From an optimization exercise on the open Yosys and OpenROAD flow, aimed at small area; shortcuts taken in it are not production practice. RTL that was checked went through simulation tests only; none was proved equivalent to the original. Power figures rest on the tool's default switching activity, not on a simulated workload.

Design core, start of the top module:
module core(
  clock, extReset,
  extTriggerIn,
  opcode, config_data, execute, indata, outputBusy,
  sampleReady50, outputSend, stableInput,
  memoryWrData, memoryRead, memoryWrite, memoryLastWrite,
  extTriggerOut, armLED,
  triggerLED, wrFlags, extTestMode);
For scale: ~4300 cells after synthesis, roughly 1400 flip-flops, roughly 150 I/O pins.
Settings: LEC_CHECK=0, CAP_MARGIN=20, CORE_MARGIN=2, CORE_UTILIZATION=65, SLEW_MARGIN=20, CTS_ARGS=-sink_clustering_enable -repair_clock_nets -dont_use_dummy_load -buf_list sky130_fd_sc_hd__clkbuf_8 -sink_clustering_size 16 -sink_clustering_max_diameter 60, BUFFER_PORTS_ARGS=-buffer_cell sky130_fd_sc_hd__buf_1; clock period 6.0 ns.
standard.sh (not shown) runs the stock make flow with config.mk's settings and CLKGATE_MAP_FILE= SYNTH_SCRIPT=/design/flow/synth_recipe.tcl, a recipe that flattens the netlist after the stock synthesis.
==> flow/flow/run.sh <==
#!/bin/bash
set -e
cat >> config.mk <<'EOF'
export CTS_ARGS = -sink_clustering_enable -repair_clock_nets -dont_use_dummy_load -buf_list sky130_fd_sc_hd__clkbuf_8 -sink_clustering_size 16 -sink_clustering_max_diameter 60
export BUFFER_PORTS_ARGS = -buffer_cell sky130_fd_sc_hd__buf_1
EOF
rm -rf scripts_local
cp -r "$FLOW_HOME/scripts" scripts_local
cp flow/abc_speed.script scripts_local/abc_speed.script
bash standard.sh SCRIPTS_DIR="$PWD/scripts_local" > standard.log 2>&1
==> flow/flow/abc_speed.script <==
&get -n
&st
&dch
&nf -p -R 1000
&st
&syn2
&if -g -K 6
&synch2
&nf -p -R 1000
&st
&syn2
&if -g -K 6
&synch2
&nf -p -R 1000
&st
&syn2
&if -g -K 6
&synch2
&nf -p -R 1000
&st
&syn2
&if -g -K 6
&synch2
&nf -p -R 1000
&st
&syn2
&if -g -K 6
&synch2
&nf -p -R 1000
&put
&get -n
&st
&dch
&nf -p -R 1000 -a
&put
topo
dnsize -c
stime -c
Change:
--- a/flow/design.v
+++ b/flow/design.v
@@ -42,25 +42,25 @@
   end
 wire cfgStart = configRegister[27] & cv;
 wire cfgSerial = configRegister[26] & cv;
 wire [4:0] cfgChannel = configRegister[24:20] & {5{cv}};
 wire [1:0] cfgLevel = configRegister[17:16] & {2{cv}};
 wire [15:0] cfgDelay = configRegister[15:0] & {16{cv}};
 always @(posedge clock)
   validIn_dlyd <= ~wrConfig & (validIn | validIn_dlyd);
 wire [31:0] value = valueRegister & {32{vv}};
 wire [31:0] edgeSel = edgeRegister & {32{~cfgSerial & ev}};
 wire [31:0] testValue = cfgSerial ? shiftRegister : dataIn;
 wire [31:0] eq = ~(testValue ^ value);
-wire [31:0] prevOk = {32{validIn_dlyd}} & (rise ^ value);
+wire [31:0] prevOk = {32{validIn_dlyd}} & rise;
 wire [31:0] bitMatch = ~maskRegister | (eq & (~edgeSel | prevOk));
 wire matchL16 = ~mv | (&bitMatch[15:0]);
 wire matchH16 = ~mv | (&bitMatch[31:16]);
 always @(posedge clock)
   match32Register <= demux_mode ? (matchL16 | matchH16) : (matchL16 & matchH16);
 wire serialChannelL16 = dataIn[{1'b0,cfgChannel[3:0]}];
 wire serialChannelH16 = dataIn[{1'b1,cfgChannel[3:0]}];
 always @(posedge clock)
   if (validIn)
     if (demux_mode)
       shiftRegister <= {shiftRegister[29:0],serialChannelH16,serialChannelL16};
     else shiftRegister <= {shiftRegister[30:0], (cfgChannel[4]) ? serialChannelH16 : serialChannelL16};
@@ -273,25 +273,25 @@
 always @(posedge clock) if (sample_valid) last_sample <= sample_data;
 wire [31:0] rise = sample_data & ~last_sample;
 wire [31:0] fall = ~sample_data & last_sample;
 reg capture;
 reg [1:0] levelReg;
 wire [3:0] stageRun, stageMatch;
 assign run_basic = |stageRun;
 generate
   for (gs = 0; gs < 4; gs = gs + 1)
     begin : st
       stage stage (
         .clock(clock), .reset(reset_core), .dataIn(sample_data),
-        .rise(last_sample), .fall(fall), .validIn(sample_valid),
+        .rise(sample_data ^ last_sample), .fall(fall), .validIn(sample_valid),
         .wrMask(wrtrigmask[gs]), .wrValue(wrtrigval[gs]), .wrEdge(wrtrigedge[gs]),
         .wrConfig(wrtrigcfg[gs]), .config_data(config_data),
         .arm(arm_basic), .level(levelReg), .demux_mode(demux_mode),
         .run(stageRun[gs]), .match(stageMatch[gs]));
     end
 endgenerate
 always @(posedge clock or posedge reset_core)
 begin
   if (reset_core) begin
     capture <= 1'b0;
     levelReg <= 2'b00;
   end else begin
Outcome: Wire length went up by 1.2%. Clock power goes down by about 1%. Total power fell by 4.3%. Register-to-register slack gets worse by 0.80 ns. Clock-buffer cell count went down by 2. Final cell count decreases by 1.3%. Die area falls by 0.95%. Setup slack got worse by 0.80 ns. Maximum frequency drops by 18%. Sequential share of layout area is higher by 0.40 points. Critical path depth climbs by 3. Utilization came out lower by 0.13 points. Global-route usage rises by 1.0 points. Synthesized cell count drops by 2.4%.


purple:
Another version of the RTL of core (not shown whole).
Size in the first run: ~4600 cells after synthesis, ~1400 flip-flops, about 150 I/O pins, about 53000 µm² of cells after synthesis.
clock: 6.0 ns
lec_check: 0
cap_margin: 20
core_margin: 2
core_utilization: 65
slew_margin: 20
cts_args: -sink_clustering_enable -repair_clock_nets -dont_use_dummy_load -buf_list sky130_fd_sc_hd__clkbuf_8 -sink_clustering_size 16 -sink_clustering_max_diameter 60
buffer_ports_args: -buffer_cell sky130_fd_sc_hd__buf_1
==> flow/flow/abc_speed.script <==
&get -n
&st
&dch
&nf -p -R 1000 -a
&st
&syn2
&if -g -K 6
&synch2
&nf -p -R 1000 -a
&st
&dch
&nf -p -R 1000 -a
&put
topo
dnsize -c
stime -c
Scripts as last shown in full above: flow/flow/run.sh
Inputs modified between purple and blue:
-- flow/design.v --
<<< purple, line 316
  dly_valid <= {dly_valid[0], sample_valid};
  dly_data1 <= sample_data;
  dly_data2 <= dly_data1;
end
reg [1:0] insel0, insel1;
>>> blue, line 316
  dly_valid <= {dly_valid[0], sample_valid};
  dly_data1 <= sample_data;
end
reg [1:0] insel0, insel1;
<<< purple, line 322
reg [31:0] aligned_data;
reg aligned_data_valid;
always @(posedge clock)
begin
  aligned_data_valid <= dly_valid[1] & capture;
  aligned_data[31:24] <= dly_data2[31:24];
  aligned_data[23:16] <= insel2 ? dly_data2[31:24] : dly_data2[23:16];
  case (insel1)
    2'h1 : aligned_data[15:8] <= dly_data2[23:16];
    2'h2 : aligned_data[15:8] <= dly_data2[31:24];
    default : aligned_data[15:8] <= dly_data2[15:8];
  endcase
  case (insel0)
    2'h1 : aligned_data[7:0] <= dly_data2[15:8];
    2'h2 : aligned_data[7:0] <= dly_data2[23:16];
    2'h3 : aligned_data[7:0] <= dly_data2[31:24];
    default : aligned_data[7:0] <= dly_data2[7:0];
  endcase
  insel0 <= 2'h0;
  insel1 <= 2'h0;
  insel2 <= 1'b0;
  case (disabledGroups)
    4'b0001 : begin insel2 <= 1'b1; insel1 <= 2'h1; insel0 <= 2'h1; end
    4'b0010 : begin insel2 <= 1'b1; insel1 <= 2'h1; end
    4'b0100 : begin insel2 <= 1'b1; end
    4'b0011 : begin insel1 <= 2'h2; insel0 <= 2'h2; end
    4'b0101 : begin insel1 <= 2'h2; insel0 <= 2'h1; end
    4'b1001 : begin insel1 <= 2'h1; insel0 <= 2'h1; end
    4'b0110 : begin insel1 <= 2'h2; end
    4'b1010 : begin insel1 <= 2'h1; end
    4'b0111 : insel0 <= 2'h3;
    4'b1011 : insel0 <= 2'h2;
    4'b1101 : insel0 <= 2'h1;
    default : ;
  endcase
end
>>> blue, line 321
reg [31:0] aligned_data;
reg aligned_data_valid;
always @*
begin
  insel0 = 2'h0;
  insel1 = 2'h0;
  insel2 = 1'b0;
  case (disabledGroups)
    4'b0001 : begin insel2 = 1'b1; insel1 = 2'h1; insel0 = 2'h1; end
    4'b0010 : begin insel2 = 1'b1; insel1 = 2'h1; end
    4'b0100 : begin insel2 = 1'b1; end
    4'b0011 : begin insel1 = 2'h2; insel0 = 2'h2; end
    4'b0101 : begin insel1 = 2'h2; insel0 = 2'h1; end
    4'b1001 : begin insel1 = 2'h1; insel0 = 2'h1; end
    4'b0110 : begin insel1 = 2'h2; end
    4'b1010 : begin insel1 = 2'h1; end
    4'b0111 : insel0 = 2'h3;
    4'b1011 : insel0 = 2'h2;
    4'b1101 : insel0 = 2'h1;
    default : ;
  endcase
end
always @(posedge clock)
begin
  aligned_data_valid <= dly_valid[1] & capture;
  aligned_data <= dly_data2;
  dly_data2[31:24] <= dly_data1[31:24];
  dly_data2[23:16] <= insel2 ? dly_data1[31:24] : dly_data1[23:16];
  case (insel1)
    2'h1 : dly_data2[15:8] <= dly_data1[23:16];
    2'h2 : dly_data2[15:8] <= dly_data1[31:24];
    default : dly_data2[15:8] <= dly_data1[15:8];
  endcase
  case (insel0)
    2'h1 : dly_data2[7:0] <= dly_data1[15:8];
    2'h2 : dly_data2[7:0] <= dly_data1[23:16];
    2'h3 : dly_data2[7:0] <= dly_data1[31:24];
    default : dly_data2[7:0] <= dly_data1[7:0];
  endcase
end
[summary]
- Comparing purple and blue, the higher met2 track demand over resource is on purple.
- Per the comparison of blue with purple, length of routed wiring on met1 went up, routed wire length on met2 shows no meaningful change, worst setup slack moved down.
- blue ends up with lower number of clock buffers inserted by TritonCTS than purple does.
- Proportion of final cell area spent on non-clock buffers sits higher in blue than in purple.
- Final-layout clock-cell area share: purple vs blue, no meaningful difference
- The higher hold slack of purple and blue is in purple.
- The lower die area came out of purple.
- Routability-driven placement congestion ratio is lower on blue
The RTL of blue was laid out without a check of its function.

-- afterwards: timing with drivers on the ports --
The results above use ideal ports. As a check the final layouts listed here were re-extracted and re-timed, cells and wires unchanged.
Step 1 (the two cells are an assumption about what drives the block):
set clk [get_ports {clock}]
set_driving_cell -lib_cell sky130_fd_sc_hd__clkbuf_16 $clk
set_driving_cell -lib_cell sky130_fd_sc_hd__buf_2 [delete_from_list [all_inputs] $clk]
Step 2 moves the port delays by t, midway between the first and last clock arrival at a register: inputs arrive t later, outputs are due t later. That takes back most of the time a late clock gives input paths.
Three values: ideal ports, drivers, drivers and shift; two values: the first two.
| run | t (ns) | slack for setup (ns) | clock arrival spread, ns |
|---|---|---|---|
| the first run of note 1 | 0.839 | 2.371 / 2.371 / 2.371 | 0.072 / 0.071 |
| the second run of note 1 | 0.837 | 1.576 / 1.576 / 1.576 | 0.094 / 0.093 |
| purple | 0.803 | 1.581 / 1.581 / 1.581 | 0.062 / 0.061 |
| blue | 0.796 | 1.405 / 1.405 / 1.405 | 0.062 / 0.063 |
After both steps setup and hold are still met in every run listed.
